Source: an optimization exercise on an open RTL-to-GDS flow (aim: small area). Production flows keep margins and buffers that such runs may drop.
The RTL was checked by simulation tests, not by an equivalence proof against the original design.
Power and IR drop assume default switching activity.

==> flow/design.v <==
module start_end(input g, input [4:0] r, input [6:0] c, output reg bit_o);
always @(*) begin
    case ({g, r, c})
        13'h0302, 13'h0303, 13'h0304, 13'h0305, 13'h0306, 13'h0307, 13'h0308, 13'h0309,
        13'h030a, 13'h030b, 13'h0312, 13'h0313, 13'h0314, 13'h0315, 13'h0316, 13'h0317,
        13'h0318, 13'h0319, 13'h031a, 13'h031b, 13'h0322, 13'h0323, 13'h0324, 13'h0325,
        13'h0326, 13'h0327, 13'h0328, 13'h0329, 13'h032a, 13'h032b, 13'h032c, 13'h032d,
        13'h032e, 13'h0337, 13'h0338, 13'h0339, 13'h0342, 13'h0343, 13'h0344, 13'h0345,
        13'h0346, 13'h0347, 13'h034a, 13'h034b, 13'h034c, 13'h034d, 13'h034e, 13'h0357,
        13'h0358, 13'h0359, 13'h035a, 13'h0361, 13'h0362, 13'h0363, 13'h0364, 13'h0365,
        13'h0366, 13'h036b, 13'h036c, 13'h036d, 13'h036e, 13'h036f, 13'h0373, 13'h0374,
        13'h0375, 13'h0376, 13'h0377, 13'h0378, 13'h0379, 13'h037a, 13'h037b, 13'h037c,
        13'h037d, 13'h037e, 13'h0384, 13'h0385, 13'h038b, 13'h038c, 13'h038d, 13'h0394,
        13'h0395, 13'h039b, 13'h039c, 13'h039d, 13'h03a4, 13'h03a5, 13'h03ad, 13'h03ae,
        13'h03b7, 13'h03b8, 13'h03b9, 13'h03c4, 13'h03c5, 13'h03cb, 13'h03cc, 13'h03d5,
        13'h03d6, 13'h03db, 13'h03dc, 13'h03e3, 13'h03e4, 13'h03ed, 13'h03f3, 13'h03f4,
        13'h03f8, 13'h03f9, 13'h03fe, 13'h0404, 13'h0405, 13'h040c, 13'h040d, 13'h0414,
        13'h0415, 13'h041c, 13'h041d, 13'h0424, 13'h0425, 13'h042e, 13'h0437, 13'h0438,
        13'h0439, 13'h0444, 13'h0445, 13'h044b, 13'h0454, 13'h0455, 13'h045c, 13'h045d,
        13'h0463, 13'h0464, 13'h046d, 13'h0473, 13'h0478, 13'h0479, 13'h047e, 13'h047f,
        13'h0484, 13'h0485, 13'h048d, 13'h048e, 13'h0494, 13'h0495, 13'h049d, 13'h049e,
        13'h04a4, 13'h04a5, 13'h04af, 13'h04b7, 13'h04b8, 13'h04b9, 13'h04c4, 13'h04c5,
        13'h04ca, 13'h04cb, 13'h04d4, 13'h04dd, 13'h04e3, 13'h04e4, 13'h04ed, 13'h04f2,
        13'h04f8, 13'h04f9, 13'h04ff, 13'h0504, 13'h0505, 13'h050d, 13'h050e, 13'h0514,
        13'h0515, 13'h051d, 13'h051e, 13'h0524, 13'h0525, 13'h052f, 13'h0536, 13'h0539,
        13'h053a, 13'h0544, 13'h0545, 13'h054a, 13'h0553, 13'h0554, 13'h055d, 13'h055e,
        13'h0563, 13'h0564, 13'h056d, 13'h0572, 13'h0578, 13'h0579, 13'h057f, 13'h0584,
        13'h0585, 13'h058d, 13'h058e, 13'h0594, 13'h0595, 13'h059d, 13'h059e, 13'h05a4,
        13'h05a5, 13'h05b6, 13'h05b9, 13'h05ba, 13'h05c4, 13'h05c5, 13'h05c9, 13'h05d3,
        13'h05d4, 13'h05dd, 13'h05de, 13'h05e3, 13'h05e4, 13'h05ed, 13'h05f8, 13'h05f9,
        13'h0604, 13'h0605, 13'h060d, 13'h060e, 13'h0614, 13'h0615, 13'h061d, 13'h061e,
        13'h0624, 13'h0625, 13'h0636, 13'h0639, 13'h063a, 13'h0644, 13'h0645, 13'h0649,
        13'h0652, 13'h0653, 13'h065e, 13'h0663, 13'h0664, 13'h066d, 13'h0678, 13'h0679,
        13'h0684, 13'h0685, 13'h068d, 13'h068e, 13'h0694, 13'h0695, 13'h069d, 13'h069e,
        13'h06a4, 13'h06a5, 13'h06ac, 13'h06b6, 13'h06b9, 13'h06ba, 13'h06c4, 13'h06c5,
        13'h06c8, 13'h06d2, 13'h06d3, 13'h06de, 13'h06df, 13'h06e3, 13'h06e4, 13'h06ed,
        13'h06f8, 13'h06f9, 13'h0704, 13'h0705, 13'h070c, 13'h070d, 13'h0714, 13'h0715,
        13'h071c, 13'h071d, 13'h0724, 13'h0725, 13'h072c, 13'h0735, 13'h0736, 13'h073a,
        13'h0744, 13'h0745, 13'h0748, 13'h0752, 13'h0753, 13'h075e, 13'h075f, 13'h0763,
        13'h0764, 13'h076d, 13'h0778, 13'h0779, 13'h0784, 13'h0785, 13'h078b, 13'h078c,
        13'h0794, 13'h0795, 13'h079b, 13'h079c, 13'h07a4, 13'h07a5, 13'h07ab, 13'h07ac,
        13'h07b5, 13'h07ba, 13'h07bb, 13'h07c4, 13'h07c5, 13'h07c7, 13'h07c8, 13'h07d2,
        13'h07d3, 13'h07de, 13'h07df, 13'h07e3, 13'h07e4, 13'h07ed, 13'h07f8, 13'h07f9,
        13'h0804, 13'h0805, 13'h0806, 13'h0807, 13'h0808, 13'h0809, 13'h080a, 13'h080b,
        13'h0814, 13'h0815, 13'h0816, 13'h0817, 13'h0818, 13'h0819, 13'h081a, 13'h081b,
        13'h0824, 13'h0825, 13'h0826, 13'h0827, 13'h0828, 13'h0829, 13'h082a, 13'h082b,
        13'h082c, 13'h0835, 13'h083a, 13'h083b, 13'h0844, 13'h0845, 13'h0846, 13'h0848,
        13'h0849, 13'h0852, 13'h0853, 13'h085e, 13'h085f, 13'h0863, 13'h0864, 13'h086d,
        13'h0878, 13'h0879, 13'h0884, 13'h0885, 13'h088c, 13'h088d, 13'h0894, 13'h0895,
        13'h0899, 13'h089a, 13'h08a4, 13'h08a5, 13'h08ab, 13'h08ac, 13'h08b5, 13'h08ba,
        13'h08bb, 13'h08c4, 13'h08c5, 13'h08c6, 13'h08c8, 13'h08c9, 13'h08d2, 13'h08d3,
        13'h08de, 13'h08df, 13'h08e3, 13'h08e4, 13'h08ed, 13'h08f8, 13'h08f9, 13'h0904,
        13'h0905, 13'h090d, 13'h090e, 13'h0914, 13'h0915, 13'h0919, 13'h091a, 13'h0924,
        13'h0925, 13'h092c, 13'h0934, 13'h0935, 13'h093b, 13'h0944, 13'h0945, 13'h0949,
        13'h094a, 13'h0952, 13'h0953, 13'h095e, 13'h095f, 13'h0963, 13'h0964, 13'h096d,
        13'h0978, 13'h0979, 13'h0984, 13'h0985, 13'h098e, 13'h0994, 13'h0995, 13'h099a,
        13'h099b, 13'h09a4, 13'h09a5, 13'h09ac, 13'h09b4, 13'h09b5, 13'h09b6, 13'h09b7,
        13'h09b8, 13'h09b9, 13'h09ba, 13'h09bb, 13'h09bc, 13'h09c4, 13'h09c5, 13'h09c9,
        13'h09ca, 13'h09d2, 13'h09d3, 13'h09de, 13'h09df, 13'h09e3, 13'h09e4, 13'h09ed,
        13'h09f8, 13'h09f9, 13'h0a04, 13'h0a05, 13'h0a0e, 13'h0a0f, 13'h0a14, 13'h0a15,
        13'h0a1a, 13'h0a1b, 13'h0a24, 13'h0a25, 13'h0a34, 13'h0a3b, 13'h0a3c, 13'h0a44,
        13'h0a45, 13'h0a4a, 13'h0a4b, 13'h0a52, 13'h0a53, 13'h0a5e, 13'h0a5f, 13'h0a63,
        13'h0a64, 13'h0a6d, 13'h0a78, 13'h0a79, 13'h0a84, 13'h0a85, 13'h0a8e, 13'h0a8f,
        13'h0a94, 13'h0a95, 13'h0a9a, 13'h0a9b, 13'h0aa4, 13'h0aa5, 13'h0ab4, 13'h0abb,
        13'h0abc, 13'h0ac4, 13'h0ac5, 13'h0aca, 13'h0acb, 13'h0ad3, 13'h0ade, 13'h0adf,
        13'h0ae3, 13'h0ae4, 13'h0aed, 13'h0af8, 13'h0af9, 13'h0b04, 13'h0b05, 13'h0b0e,
        13'h0b0f, 13'h0b14, 13'h0b15, 13'h0b1b, 13'h0b1c, 13'h0b24, 13'h0b25, 13'h0b34,
        13'h0b3b, 13'h0b3c, 13'h0b44, 13'h0b45, 13'h0b4b, 13'h0b4c, 13'h0b53, 13'h0b54,
        13'h0b5d, 13'h0b5e, 13'h0b63, 13'h0b64, 13'h0b6d, 13'h0b78, 13'h0b79, 13'h0b84,
        13'h0b85, 13'h0b8e, 13'h0b8f, 13'h0b94, 13'h0b95, 13'h0b9b, 13'h0b9c, 13'h0ba4,
        13'h0ba5, 13'h0baf, 13'h0bb3, 13'h0bbc, 13'h0bbd, 13'h0bc4, 13'h0bc5, 13'h0bcb,
        13'h0bcc, 13'h0bd3, 13'h0bd4, 13'h0bdd, 13'h0bde, 13'h0be3, 13'h0be4, 13'h0bed,
        13'h0bf8, 13'h0bf9, 13'h0c04, 13'h0c05, 13'h0c0e, 13'h0c0f, 13'h0c14, 13'h0c15,
        13'h0c1b, 13'h0c1c, 13'h0c24, 13'h0c25, 13'h0c2f, 13'h0c33, 13'h0c3c, 13'h0c3d,
        13'h0c44, 13'h0c45, 13'h0c4b, 13'h0c4c, 13'h0c54, 13'h0c5d, 13'h0c63, 13'h0c64,
        13'h0c6d, 13'h0c78, 13'h0c79, 13'h0c84, 13'h0c85, 13'h0c8d, 13'h0c8e, 13'h0c94,
        13'h0c95, 13'h0c9c, 13'h0c9d, 13'h0ca4, 13'h0ca5, 13'h0cae, 13'h0cb3, 13'h0cbc,
        13'h0cbd, 13'h0cc4, 13'h0cc5, 13'h0ccc, 13'h0ccd, 13'h0cd4, 13'h0cd5, 13'h0cdc,
        13'h0cdd, 13'h0ce4, 13'h0ce5, 13'h0cec, 13'h0cf8, 13'h0cf9, 13'h0d04, 13'h0d05,
        13'h0d0c, 13'h0d0d, 13'h0d14, 13'h0d15, 13'h0d1c, 13'h0d1d, 13'h0d24, 13'h0d25,
        13'h0d2d, 13'h0d2e, 13'h0d32, 13'h0d33, 13'h0d3c, 13'h0d3d, 13'h0d3e, 13'h0d44,
        13'h0d45, 13'h0d4c, 13'h0d4d, 13'h0d55, 13'h0d56, 13'h0d5b, 13'h0d5c, 13'h0d64,
        13'h0d65, 13'h0d66, 13'h0d6b, 13'h0d78, 13'h0d79, 13'h0d82, 13'h0d83, 13'h0d84,
        13'h0d85, 13'h0d86, 13'h0d87, 13'h0d88, 13'h0d89, 13'h0d8a, 13'h0d8b, 13'h0d8c,
        13'h0d92, 13'h0d93, 13'h0d94, 13'h0d95, 13'h0d96, 13'h0d97, 13'h0d9c, 13'h0d9d,
        13'h0d9e, 13'h0d9f, 13'h0da2, 13'h0da3, 13'h0da4, 13'h0da5, 13'h0da6, 13'h0da7,
        13'h0da8, 13'h0da9, 13'h0daa, 13'h0dab, 13'h0dac, 13'h0dad, 13'h0dae, 13'h0db1,
        13'h0db2, 13'h0db3, 13'h0db4, 13'h0db5, 13'h0dbb, 13'h0dbc, 13'h0dbd, 13'h0dbe,
        13'h0dbf, 13'h0dc2, 13'h0dc3, 13'h0dc4, 13'h0dc5, 13'h0dc6, 13'h0dc7, 13'h0dcb,
        13'h0dcc, 13'h0dcd, 13'h0dce, 13'h0dcf, 13'h0dd7, 13'h0dd8, 13'h0dd9, 13'h0dda,
        13'h0de6, 13'h0de7, 13'h0de8, 13'h0de9, 13'h0dea, 13'h0df6, 13'h0df7, 13'h0df8,
        13'h0df9, 13'h0dfa, 13'h0dfb, 13'h1006, 13'h1007, 13'h1008, 13'h1009, 13'h100a,
        13'h100b, 13'h100c, 13'h100d, 13'h1017, 13'h1018, 13'h1019, 13'h1021, 13'h1022,
        13'h1023, 13'h1024, 13'h102d, 13'h102e, 13'h102f, 13'h1030, 13'h1032, 13'h1033,
        13'h1034, 13'h1035, 13'h1036, 13'h1037, 13'h1038, 13'h1039, 13'h103a, 13'h103b,
        13'h103c, 13'h103d, 13'h103e, 13'h1052, 13'h1053, 13'h1054, 13'h1055, 13'h1056,
        13'h1057, 13'h1058, 13'h1059, 13'h105a, 13'h105b, 13'h105c, 13'h105d, 13'h105e,
        13'h1061, 13'h1062, 13'h1063, 13'h1064, 13'h106c, 13'h106d, 13'h106e, 13'h106f,
        13'h1070, 13'h1072, 13'h1073, 13'h1074, 13'h1075, 13'h1076, 13'h1077, 13'h1078,
        13'h1079, 13'h107a, 13'h1084, 13'h1085, 13'h1086, 13'h108b, 13'h108c, 13'h108d,
        13'h108e, 13'h1097, 13'h1098, 13'h1099, 13'h10a3, 13'h10a4, 13'h10a5, 13'h10ac,
        13'h10ad, 13'h10ae, 13'h10b4, 13'h10b5, 13'h10be, 13'h10d4, 13'h10d5, 13'h10de,
        13'h10e3, 13'h10e4, 13'h10e5, 13'h10ee, 13'h10f4, 13'h10f5, 13'h10fc, 13'h10fd,
        13'h1103, 13'h1104, 13'h1105, 13'h110c, 13'h110d, 13'h110e, 13'h1116, 13'h1119,
        13'h111a, 13'h1123, 13'h1124, 13'h1125, 13'h112c, 13'h112d, 13'h112e, 13'h1134,
        13'h1135, 13'h113f, 13'h1154, 13'h1155, 13'h115f, 13'h1163, 13'h1165, 13'h1166,
        13'h116e, 13'h1174, 13'h1175, 13'h117d, 13'h117e, 13'h1182, 13'h1183, 13'h1184,
        13'h1196, 13'h1199, 13'h119a, 13'h11a3, 13'h11a5, 13'h11a6, 13'h11ab, 13'h11ad,
        13'h11ae, 13'h11b4, 13'h11b5, 13'h11d4, 13'h11d5, 13'h11e3, 13'h11e6, 13'h11e7,
        13'h11ee, 13'h11f4, 13'h11f5, 13'h11fe, 13'h11ff, 13'h1201, 13'h1202, 13'h1203,
        13'h1204, 13'h1215, 13'h1216, 13'h121a, 13'h1223, 13'h1225, 13'h1226, 13'h122b,
        13'h122d, 13'h122e, 13'h1234, 13'h1235, 13'h123c, 13'h1254, 13'h1255, 13'h125c,
        13'h1263, 13'h1267, 13'h1268, 13'h126e, 13'h1274, 13'h1275, 13'h127e, 13'h127f,
        13'h1281, 13'h1282, 13'h1283, 13'h1284, 13'h1295, 13'h129a, 13'h129b, 13'h12a3,
        13'h12a5, 13'h12a6, 13'h12aa, 13'h12ad, 13'h12ae, 13'h12b4, 13'h12b5, 13'h12b6,
        13'h12b7, 13'h12b8, 13'h12b9, 13'h12ba, 13'h12bb, 13'h12bc, 13'h12d4, 13'h12d5,
        13'h12d6, 13'h12d7, 13'h12d8, 13'h12d9, 13'h12da, 13'h12db, 13'h12dc, 13'h12e3,
        13'h12e8, 13'h12e9, 13'h12ee, 13'h12f4, 13'h12f5, 13'h12fe, 13'h12ff, 13'h1301,
        13'h1302, 13'h1303, 13'h1304, 13'h1309, 13'h130a, 13'h130b, 13'h130c, 13'h130d,
        13'h130e, 13'h130f, 13'h1310, 13'h1314, 13'h1315, 13'h131b, 13'h1323, 13'h1326,
        13'h1327, 13'h132a, 13'h132d, 13'h132e, 13'h1334, 13'h1335, 13'h133c, 13'h1354,
        13'h1355, 13'h135c, 13'h1363, 13'h1369, 13'h136a, 13'h136e, 13'h1374, 13'h1375,
        13'h137e, 13'h137f, 13'h1381, 13'h1382, 13'h1383, 13'h1384, 13'h138c, 13'h138d,
        13'h138e, 13'h1394, 13'h139b, 13'h139c, 13'h13a3, 13'h13a6, 13'h13a7, 13'h13a9,
        13'h13ad, 13'h13ae, 13'h13b4, 13'h13b5, 13'h13d4, 13'h13d5, 13'h13e3, 13'h13ea,
        13'h13eb, 13'h13ee, 13'h13f4, 13'h13f5, 13'h13fe, 13'h13ff, 13'h1402, 13'h1403,
        13'h1404, 13'h1405, 13'h140c, 13'h140d, 13'h140e, 13'h1414, 13'h141b, 13'h141c,
        13'h1423, 13'h1427, 13'h1428, 13'h1429, 13'h142d, 13'h142e, 13'h1434, 13'h1435,
        13'h1454, 13'h1455, 13'h1463, 13'h146b, 13'h146c, 13'h146e, 13'h1474, 13'h1475,
        13'h147d, 13'h147e, 13'h1483, 13'h1484, 13'h1485, 13'h148c, 13'h148d, 13'h148e,
        13'h1493, 13'h149c, 13'h149d, 13'h14a3, 13'h14a7, 13'h14a8, 13'h14ad, 13'h14ae,
        13'h14b4, 13'h14b5, 13'h14bf, 13'h14d4, 13'h14d5, 13'h14df, 13'h14e3, 13'h14ec,
        13'h14ed, 13'h14ee, 13'h14f4, 13'h14f5, 13'h14fc, 13'h14fd, 13'h1504, 13'h1505,
        13'h1506, 13'h1507, 13'h150a, 13'h150b, 13'h150c, 13'h150d, 13'h150e, 13'h1512,
        13'h1513, 13'h151c, 13'h151d, 13'h151e, 13'h1523, 13'h1528, 13'h152d, 13'h152e,
        13'h1534, 13'h1535, 13'h153d, 13'h153e, 13'h1554, 13'h1555, 13'h155d, 13'h155e,
        13'h1563, 13'h156d, 13'h156e, 13'h1574, 13'h1575, 13'h157a, 13'h157b:
            bit_o = 1'b1;
        default: bit_o = 1'b0;
    endcase
end
endmodule
module DevelopmentBoard(
    input wire clk,
    input wire reset, B2, B3, B4, B5,
    output wire h_sync, v_sync,
    output wire [15:0] rgb
);
reg [3:0] q0, q1, q2;    
always @(posedge clk or negedge reset) begin
    if (!reset) begin
        q0 <= 4'b1111;
        q1 <= 4'b1111;
        q2 <= 4'b1111;
    end else begin
        q0 <= {B5, B4, B3, B2};
        q1 <= q0;
        q2 <= q1;
    end
end
wire f2 = ~q1[0] & q2[0];
wire f3 = ~q1[1] & q2[1];
wire f4 = ~q1[2] & q2[2];
wire f5 = ~q1[3] & q2[3];
wire start = ~(q1[0] | q1[3]) & (q2[0] | q2[3]);
reg [9:0] h, v;
wire h800 = h[9] & h[8] & h[5];                  
wire h799 = h[9] & h[8] & (&h[4:0]);             
wire v525 = v[9] & v[3] & v[2] & v[0];           
always @(posedge clk or negedge reset) begin
    if (!reset) begin
        h <= 10'd0;
        v <= 10'd0;
    end else begin
        h <= h800 ? 10'd0 : h + 10'd1;
        if (h799) v <= v + 10'd1;
        else if (v525) v <= 10'd0;
    end
end
wire vs = h800 ? ((v == 10'd491) | (v == 10'd492) | (v == 10'd493))
                : ((v == 10'd490) | (v == 10'd491) | (v == 10'd492));
assign v_sync = vs;
assign h_sync = (h >= 10'd657) & (h <= 10'd753);
wire vrise = (h == 10'd0) & (v == 10'd490);      
wire vfall = (h == 10'd0) & (v == 10'd493);      
reg mt, mg, mo;
wire lose;
reg mt_n, mg_n, mo_n;
always @(*) begin
    mt_n = mt; mg_n = mg; mo_n = mo;
    if (mt & ~mg) begin
        if (f2)      begin mt_n = 1'b0; mg_n = 1'b0; mo_n = 1'b0; end
        else if (f5) begin mt_n = 1'b0; mg_n = 1'b1; mo_n = 1'b0; end
        else if (f3) begin mt_n = 1'b0; mg_n = 1'b0; mo_n = 1'b1; end
    end else if (~mt & ~mo) begin
        if (lose)    begin mt_n = 1'b1; mg_n = 1'b1; end
    end else if (mt & mg) begin
        if (f2)      begin mg_n = 1'b0; end
    end
end
always @(posedge clk or negedge reset) begin
    if (!reset) begin
        mt <= 1'b1; mg <= 1'b0; mo <= 1'b0;
    end else begin
        mt <= mt_n; mg <= mg_n; mo <= mo_n;
    end
end
reg [4:0] p;     
always @(posedge clk or negedge reset) begin
    if (!reset) p <= 5'd9;
    else if (f4) begin
        if (p != 5'd19) p <= p + 5'd1;
    end else if (f3) begin
        if (p != 5'd1) p <= p - 5'd1;
    end
end
reg [8:0] bx;
reg [7:0] by;
reg [2:0] bs;    
reg hc, vc;      
wire ybot = (by == 8'd120);      
wire ytop = (by == 8'd5);        
wire xr   = (bx == 9'd315);      
wire xl   = (bx == 9'd5);        
reg [2:0] bs_n;
always @(*) begin
    case (bs)
        3'd4: bs_n = start ? 3'd3 : 3'd4;
        3'd0: bs_n = ybot ? 3'd2 : xr ? 3'd1 : vc ? 3'd2 : hc ? 3'd1 : 3'd0;
        3'd1: bs_n = ybot ? 3'd3 : xl ? 3'd0 : vc ? 3'd3 : hc ? 3'd0 : 3'd1;
        3'd2: bs_n = ytop ? 3'd0 : xr ? 3'd3 : vc ? 3'd0 : hc ? 3'd3 : 3'd2;
        3'd3: bs_n = ytop ? 3'd1 : xl ? 3'd2 : vc ? 3'd1 : hc ? 3'd2 : 3'd3;
        default: bs_n = 3'd4;
    endcase
end
always @(posedge clk or negedge reset) begin
    if (!reset) begin
        bs <= 3'd4;
        bx <= 9'd160;
        by <= 8'd100;
    end else begin
        bs <= bs_n;
        if (vrise & ~bs[2]) begin
            bx <= bs[0] ? bx - 9'd5 : bx + 9'd5;
            by <= bs[1] ? by - 8'd5 : by + 8'd5;
        end
    end
end
wire [8:0] dx = h[9:1] - bx;                     
wire [7:0] dy = v[9:2] - by;                     
wire dx_m3 = (dx == 9'h1fd), dx_m2 = (dx == 9'h1fe), dx_m1 = (dx == 9'h1ff);
wire dx_0 = (dx == 9'd0), dx_1 = (dx == 9'd1), dx_2 = (dx == 9'd2);
wire dy_m3 = (dy == 8'hfd), dy_m2 = (dy == 8'hfe), dy_m1 = (dy == 8'hff);
wire dy_0 = (dy == 8'd0), dy_1 = (dy == 8'd1), dy_2 = (dy == 8'd2);
wire [1:0] vl = v[1:0];
wire x_eq   = dx_0 & ~h[0];                                      
wire x_box  = dx_m1 | dx_0 | dx_1 & ~h[0];                       
wire x_near = dx_m2 | dx_m1 | dx_0 | dx_1 | dx_2 | dx_m3 & h[0];  
wire y_eq   = dy_0 & (vl == 2'd0);                               
wire y_box  = dy_0 & (vl != 2'd3) | dy_m1 & vl[1];               
wire y_pad  = dy_0 | dy_m1 & (vl != 2'd0);                       
wire y_row1 = dy_m2 | dy_m1 | dy_0 | dy_1 | dy_m3 & vl[1] | dy_2 & (vl != 2'd3);  
wire y_row23 = dy_0 | dy_1 | dy_m1 & (vl == 2'd3) | dy_2 & (vl != 2'd3);          
wire row1 = (v > 10'd64) & (v <= 10'd96);
wire row2 = (v > 10'd128) & (v <= 10'd160);
wire row3 = (v > 10'd192) & (v <= 10'd224);
wire hblk = (h > 10'd64) & (h <= 10'd576);       
wire hdb  = (h > 10'd65) & (h <= 10'd577);       
wire [2:0] k = h[8:6] - 3'd1;                    
reg [7:0] s1, s2, s3;
wire [7:0] srow = (row1 ? s1 : 8'd0) | (row2 ? s2 : 8'd0) | (row3 ? s3 : 8'd0);
wire sbit = srow[k];
wire db = hdb & (row1 | row2 | row3);
reg win, lose_r;
assign lose = lose_r;
reg dp;          
wire vhit = x_eq & (row1 ? y_row1 : y_row23) & sbit;
wire hhit = y_eq & x_near & sbit;
wire del = ~start & db & (vhit | hhit);
wire [7:0] kmask = 8'd1 << k;
reg [7:0] s1_n, s2_n, s3_n;
always @(*) begin
    s1_n = s1; s2_n = s2; s3_n = s3;
    if (start) begin
        if (mg) begin
            s1_n = 8'hff; s2_n = 8'h00; s3_n = 8'hff;
        end else if (mo) begin
            s1_n = 8'h01; s2_n = 8'h00; s3_n = 8'h00;
        end else begin
            s1_n = 8'hff; s2_n = 8'hff; s3_n = 8'hff;
        end
    end else if (del) begin
        if (row1) s1_n = s1 & ~kmask;
        if (row2) s2_n = s2 & ~kmask;
        if (row3) s3_n = s3 & ~kmask;
    end
end
always @(posedge clk or negedge reset) begin
    if (!reset) begin
        s1 <= 8'd0; s2 <= 8'd0; s3 <= 8'd0;
        win <= 1'b0; lose_r <= 1'b0;
        hc <= 1'b0; vc <= 1'b0;
    end else begin
        s1 <= s1_n; s2 <= s2_n; s3 <= s3_n;
        if (del & ~|{s1_n, s2_n, s3_n}) win <= 1'b1;
        if (~start) begin
            if (dp) vc <= x_eq & y_pad;
            else if (db) begin
                if (vhit) vc <= 1'b1;
                else if (hhit) hc <= 1'b1;
                else begin vc <= 1'b0; hc <= 1'b0; end
            end else if (ybot & ~vs) lose_r <= 1'b1;
        end
    end
end
wire [4:0] dpx = h[9:5] - p;
wire pbox = (v >= 10'd461) & (v <= 10'd467) &
            ((dpx == 5'd0) | (dpx == 5'h1f) & (h[4:0] >= 5'd9) | (dpx == 5'd1) & (h[4:0] <= 5'd7));
always @(posedge clk or negedge reset) begin
    if (!reset) dp <= 1'b0;
    else dp <= pbox;
end
reg [2:0] ft;        
reg fw, fr;          
always @(posedge clk or negedge reset) begin
    if (!reset) begin
        ft <= 3'd0; fw <= 1'b0; fr <= 1'b0;
    end else begin
        if (ft == 3'd6) ft <= 3'd0;
        else if (vrise) ft <= ft + 3'd1;
        if (ft == 3'd0) begin
            fw <= 1'b0; fr <= 1'b0;
        end else if (ft == 3'd3) begin
            if (win) begin fw <= 1'b1; fr <= 1'b0; end
            else if (lose_r) begin fw <= 1'b0; fr <= 1'b1; end
        end
    end
end
reg [2:0] g_n;
always @(*) begin
    if (h >= 10'd640 || v >= 10'd480) g_n = 3'b000;
    else if (win) g_n = {fw | fr, fw, fw};
    else if (lose_r) g_n = 3'b100;
    else if (v < 10'd472 && (h < 10'd8 || h > 10'd632) || v < 10'd8) g_n = 3'b010;
    else if (v > 10'd472) g_n = 3'b100;
    else if (x_box & y_box) g_n = 3'b111;
    else if (pbox) g_n = 3'b111;
    else if (hblk & (row1 | row2 | row3)) g_n = sbit ? ((k == 3'd0) ? 3'd3 : k) : 3'd0;
    else g_n = 3'b000;
end
reg cs;      
always @(posedge clk or negedge reset) begin
    if (!reset) cs <= 1'b0;
    else if (vfall) cs <= ~cs;
end
wire [9:0] ty = v - (cs ? 10'd210 : 10'd200);
wire tgo = mt & mg;                              
wire twin = (h[9:7] == 3'b010) & (h[6:0] != 7'd0) & (ty[9:5] == 5'd0) &
            (~tgo | (ty[4:0] <= 5'd10));
wire tbit;
start_end rom (.g(tgo), .r(ty[4:0]), .c(h[6:0]), .bit_o(tbit));
wire t_n = twin & tbit;
reg [2:0] o;
always @(posedge clk or negedge reset) begin
    if (!reset) o <= 3'b000;
    else o <= mt_n ? {3{t_n}} : g_n;
end
assign rgb = {{5{o[2]}}, {6{o[1]}}, {5{o[0]}}};
endmodule
==> flow/run.sh <==
#!/bin/bash
# synth_recipe.tcl (not shown) runs the flow's synth.tcl, then flattens the netlist and writes it again
# the make line also repeats each setting of config.mk as NAME=value (left out here)
make -C /OpenROAD-flow-scripts/flow DESIGN_CONFIG=/design/flow/config.mk WORK_HOME=/design/flow/orfs CLKGATE_MAP_FILE= SYNTH_SCRIPT=/design/flow/synth_recipe.tcl finish
==> flow/config.mk <==
export PLATFORM = sky130hd
export DESIGN_NAME = DevelopmentBoard
export DESIGN_NICKNAME = DevelopmentBoard
export VERILOG_FILES = /design/flow/design.v
export SDC_FILE = /design/flow/constraint.sdc
export NUM_CORES = 4
export LEC_CHECK = 0
export CAP_MARGIN = 20
export CORE_MARGIN = 2
export CORE_UTILIZATION = 40
export SLEW_MARGIN = 20
==> flow/constraint.sdc <==
create_clock -name core_clock -period 8.0 [get_ports {clk}]
set_input_delay 1.6000 -clock core_clock [delete_from_list [all_inputs] [get_ports {clk}]]
set_output_delay 1.6000 -clock core_clock [all_outputs]
set_load 0.01 [all_outputs]
==> out/results.txt <==
Crit path time final: 5178 ps
Met3 WL: 4823 µm
Met2 routed WL: 18640 µm
Seq/Total Area, Yosys: 24.72%
Layout cells sized above 1: 5.873%
I/O Pins: 24
Filler cells: 2539
Max-cap violations: 0
Fin nets: 1383
Min-delay worst type: flip-flop to flip-flop
Post-synth EDFFs: 0
Drt via density: 6.941
CP startpoint kind: flip-flop
Worst path max stage delay: 780 ps
Slew margin rel.: 26.65%
Vias in the first global route: 10820
Die Span Y: 162.3 µm
Postcts setup bufs: 0
Number of antenna violations at the first check in global routing: 0
Post-detail-place hpwl: 32070 µm
Mean Syn Cell Area: 7.334 µm²
Critical Path End Type: flip-flop
Least-Margin Pin Slew: 1093 ps
CTS tree: yes
Final Cycle Share: 64.73%
Clk_skew: 12.97 ps
Slowest CP cell: nor3_1
Global-route wire length before repair: 67710 µm
# hold bufs at CTS: 0
VDD IR-drop max: 0.1340 mV
Reg clk slew, reported paths: 70 ps
Synthesized instance count: 1367
Syn nets: 1427
CTS resizes: 0
Total iterations of the first detailed-routing run: 6
Top Metal Used: met4
Hold path depth: 0
WP data required: 8250 ps
Port bufs: 23
Commonest non-fill, non-tap cell in the layout: nand2_1
Fraction of the mapped netlist area in simple logic gates: 26.56%
Lkg Pwr: 0.003941 µW
Final hold violations: 0
DRT met1 WL: 18420 µm
Largest delay share family, worst path: compound AO/OA/AOI/OAI gates
Total CTS buffers: 9
Top cell type's share of synthesized area: 19.22%
Largest area contributor in the netlist: dfrtp_1
Crit path kind: flip-flop to flip-flop
Most frequent cells in the layout: 172 x nand2_1, 114 x nor2_1, 108 x o21ai_0, 105 x a21oi_1, 77 x dfrtp_1
Levels on crit path: 14
Xor/xnor share of the synthesized area: 4.281%
Seq cells post-synth: 98
Die Area: 26350 µm²
Initial Utilization: 40.99%
Synth unique cells: 77
Pre-CTS WS: 3022 ps
Async set-or-reset flop fraction in the synthesized netlist: 100.0%
Path depth of the worst reg2reg path: 14
Largest family of logic cells by synthesized area: compound AO/OA/AOI/OAI gates
All-layer global routing usage: 33.72%
GPL Wtd Cong: 1.081
RSZ-0062 raised after global routing: false
DRC Markers: 0
Die width: 162.3 µm
Core Box Area: 24460 µm²
Post-Synth Adder-Cell Area: 6.964%
Mapped Area: 10030 µm²
Clock Sink Count: 98
Crit path DAT: 5430 ps
Vias: 11470
Root Buffer Master: clkbuf_16
Starting DRT DRC Count: 1796
Compound-Gate Fraction of Synth Area: 29.98%
Routed wire length: 44490 µm
Grt total ovfl: 0
Wire per inst: 26.93 µm
Power Density: 111.9 nW/µm²
Leading register cell type out of synthesis: dfrtp_1
Yosys Warn Count: 2
Largest net degree at the start of global routing: 71
Row count: 57
Setup TNS: 0 ps
H-tree depth: 3
Worst setup margin: 2822 ps
Cell mode on critical path: nor3_1
Ant. Diodes: 0
Final ANT Viol Nets: 0
CP Max Fanout: 29
Area Growth Syn to Fin: 7.026%
Synth top area cells: dfrtp_1 19%, nand2_1 6.4%, ha_1 6.4%, dfstp_2 5.5%, o21ai_0 5.4%
Status: no timing/DRC/antenna violations
CP Cell Sequence: buf_4, inv_1, ha_1, nor4b_1, a2bb2oi_1, nor3_1, a311oi_1, o41ai_1, nor3_1, a211o_1, or2_1, o31ai_1, a41o_1, a31o_1
Worst skew pair latency: 360 ps
Clock buffer depth: 2
WP buf/inv: 2
Mux contribution to synthesized area: 1.048%
Setup Viol. Count Final: 0
Fmax achieved: 193.1 MHz
Count of pins over their slew limit: 0
synth_stat cells, drive strengths merged (7+ instances only):
| cell type | instances |
|---|---|
| o2111ai | 8 |
| nand4 | 24 |
| o21ai | 115 |
| a2111oi | 12 |
| a211oi | 13 |
| ha | 51 |
| xnor2 | 40 |
| o311ai | 8 |
| o32ai | 7 |
| dfrtp | 77 |
| and2 | 13 |
| nand3 | 34 |
| nor3 | 48 |
| buf | 21 |
| and3 | 14 |
| nand2 | 172 |
| clkbuf | 78 |
| nor2 | 115 |
| a32oi | 7 |
| o221ai | 11 |
| o41ai | 8 |
| o211ai | 19 |
| a21oi | 106 |
| a221oi | 12 |
| xor2 | 9 |
| or4 | 11 |
| a21o | 8 |
| nor4b | 11 |
| a22oi | 8 |
| dfstp | 21 |
| inv | 54 |
| nand2b | 13 |
| nor2b | 19 |
| o22ai | 32 |
| a31oi | 21 |
| o31ai | 8 |
| nor4 | 28 |
metal layers:
layer,global-route usage (%),vias up
met5,0,-
met4,17.62,0
met3,9.653,207
met2,49.40,741
met1,45.00,5493
li1,-,5025
cell families after synthesis:
logic type / after synthesis
and+or+nand+nor: 541
AOI/OAI and AO/OA: 458
buffers and inverters: 157
DFF: 98
adders and majority gates: 54
xor gates and xnor gates: 49
muxes: 10
final timing paths:
check	from	end	slack, ps
setup / recovery	v[0]	win	2820
hold / removal	q0[2]	q1[2]	360
setup reg to reg	v[0]	win	2820
hold reg to reg	q0[2]	q1[2]	360
max in group asynchronous	reset	s2[6]	5580
min in group asynchronous	reset	bx[0]	1150
state kept, by name, indices dropped and copies added (netlist names), 3 cells and up:
name	cells
s2	8
o	3
by	8
bx	9
s1	8
q2	4
bs	3
v	10
q1	4
q0	4
s3	8
p	5
h	10
ft	3
final cells by class:
| cell class | count | area, µm² | share of cell area [%] |
|---|---|---|---|
| Tap cell | 324 | 405.4 | 3.778 |
| Sequential cell | 98 | 2479 | 23.10 |
| Timing Repair Buffer | 44 | 385.4 | 3.591 |
| Clock inverter | 5 | 61.31 | 0.5714 |
| Multi-Input combinational cell | 1112 | 6928 | 64.56 |
| Clock buffer | 11 | 254.0 | 2.367 |
| Inverter | 58 | 217.7 | 2.029 |
per-stage QoR:
stage / hold WS (ps) / power (µW) / cells / cell area, µm² / util [%]
5_1_grt: 358.9 / 1258 / 1652 / 10730 / 43.86
3_5_place_dp: 347.3 / 733.2 / 1636 / 10410 / 42.55
3_3_place_gp: 345.9 / 730.9 / 1636 / 10400 / 42.52
2_1_floorplan: 345.2 / 683.3 / 1367 / 10030 / -
4_1_cts: 358.9 / 1217 / 1652 / 10720 / 43.84
6_report: 357.1 / 1201 / 1652 / 10730 / 43.86
worst reg2reg max path: stages (launching register included):
cell and delay (ps):
dfrtp_1 360, buf_4 260, inv_1 410, ha_1 300, nor4b_1 400, a2bb2oi_1 570
nor3_1 140, a311oi_1 310, o41ai_1 120, nor3_1 780, a211o_1 540, or2_1 310
o31ai_1 110, a41o_1 280, a31o_1 190
report_power, final:
group | switching, µW | internal, µW | total [µW]
registers | 36.2 | 535 | 572
logic | 88.3 | 65.9 | 154
clock network | 211 | 264 | 475
total | 336 | 865 | 1200

[what the ideal ports hide]
Ports are ideal in the flow. The routed layout listed here was re-timed in OpenROAD. Step 1 (the two cells are an assumption about what drives the block):
set clk [get_ports {clk}]
set_driving_cell -lib_cell sky130_fd_sc_hd__clkbuf_16 $clk
set_driving_cell -lib_cell sky130_fd_sc_hd__buf_2 [delete_from_list [all_inputs] $clk]
Step 2 times the ports against the registers' clock, not the clock port: input delays grow and output delays shrink by t, the midpoint of the rising clock arrivals with the driver on. a / b / c = ideal ports / drivers / drivers and shift; a / b = the first two.
t, ns: 0.407
slack for setup (ns): 2.822 / 2.814 / 2.822
hold slack, ns: 0.357 / 0.357 / 0.357
latest minus earliest clock arrival (ns): 0.013 / 0.013
cell pins on the clock port's net: 1
After both steps setup and hold are still met in this run. For this run, drivers alone change the setup slack by -0.008 ns; drivers and shift together by 0.000 ns.
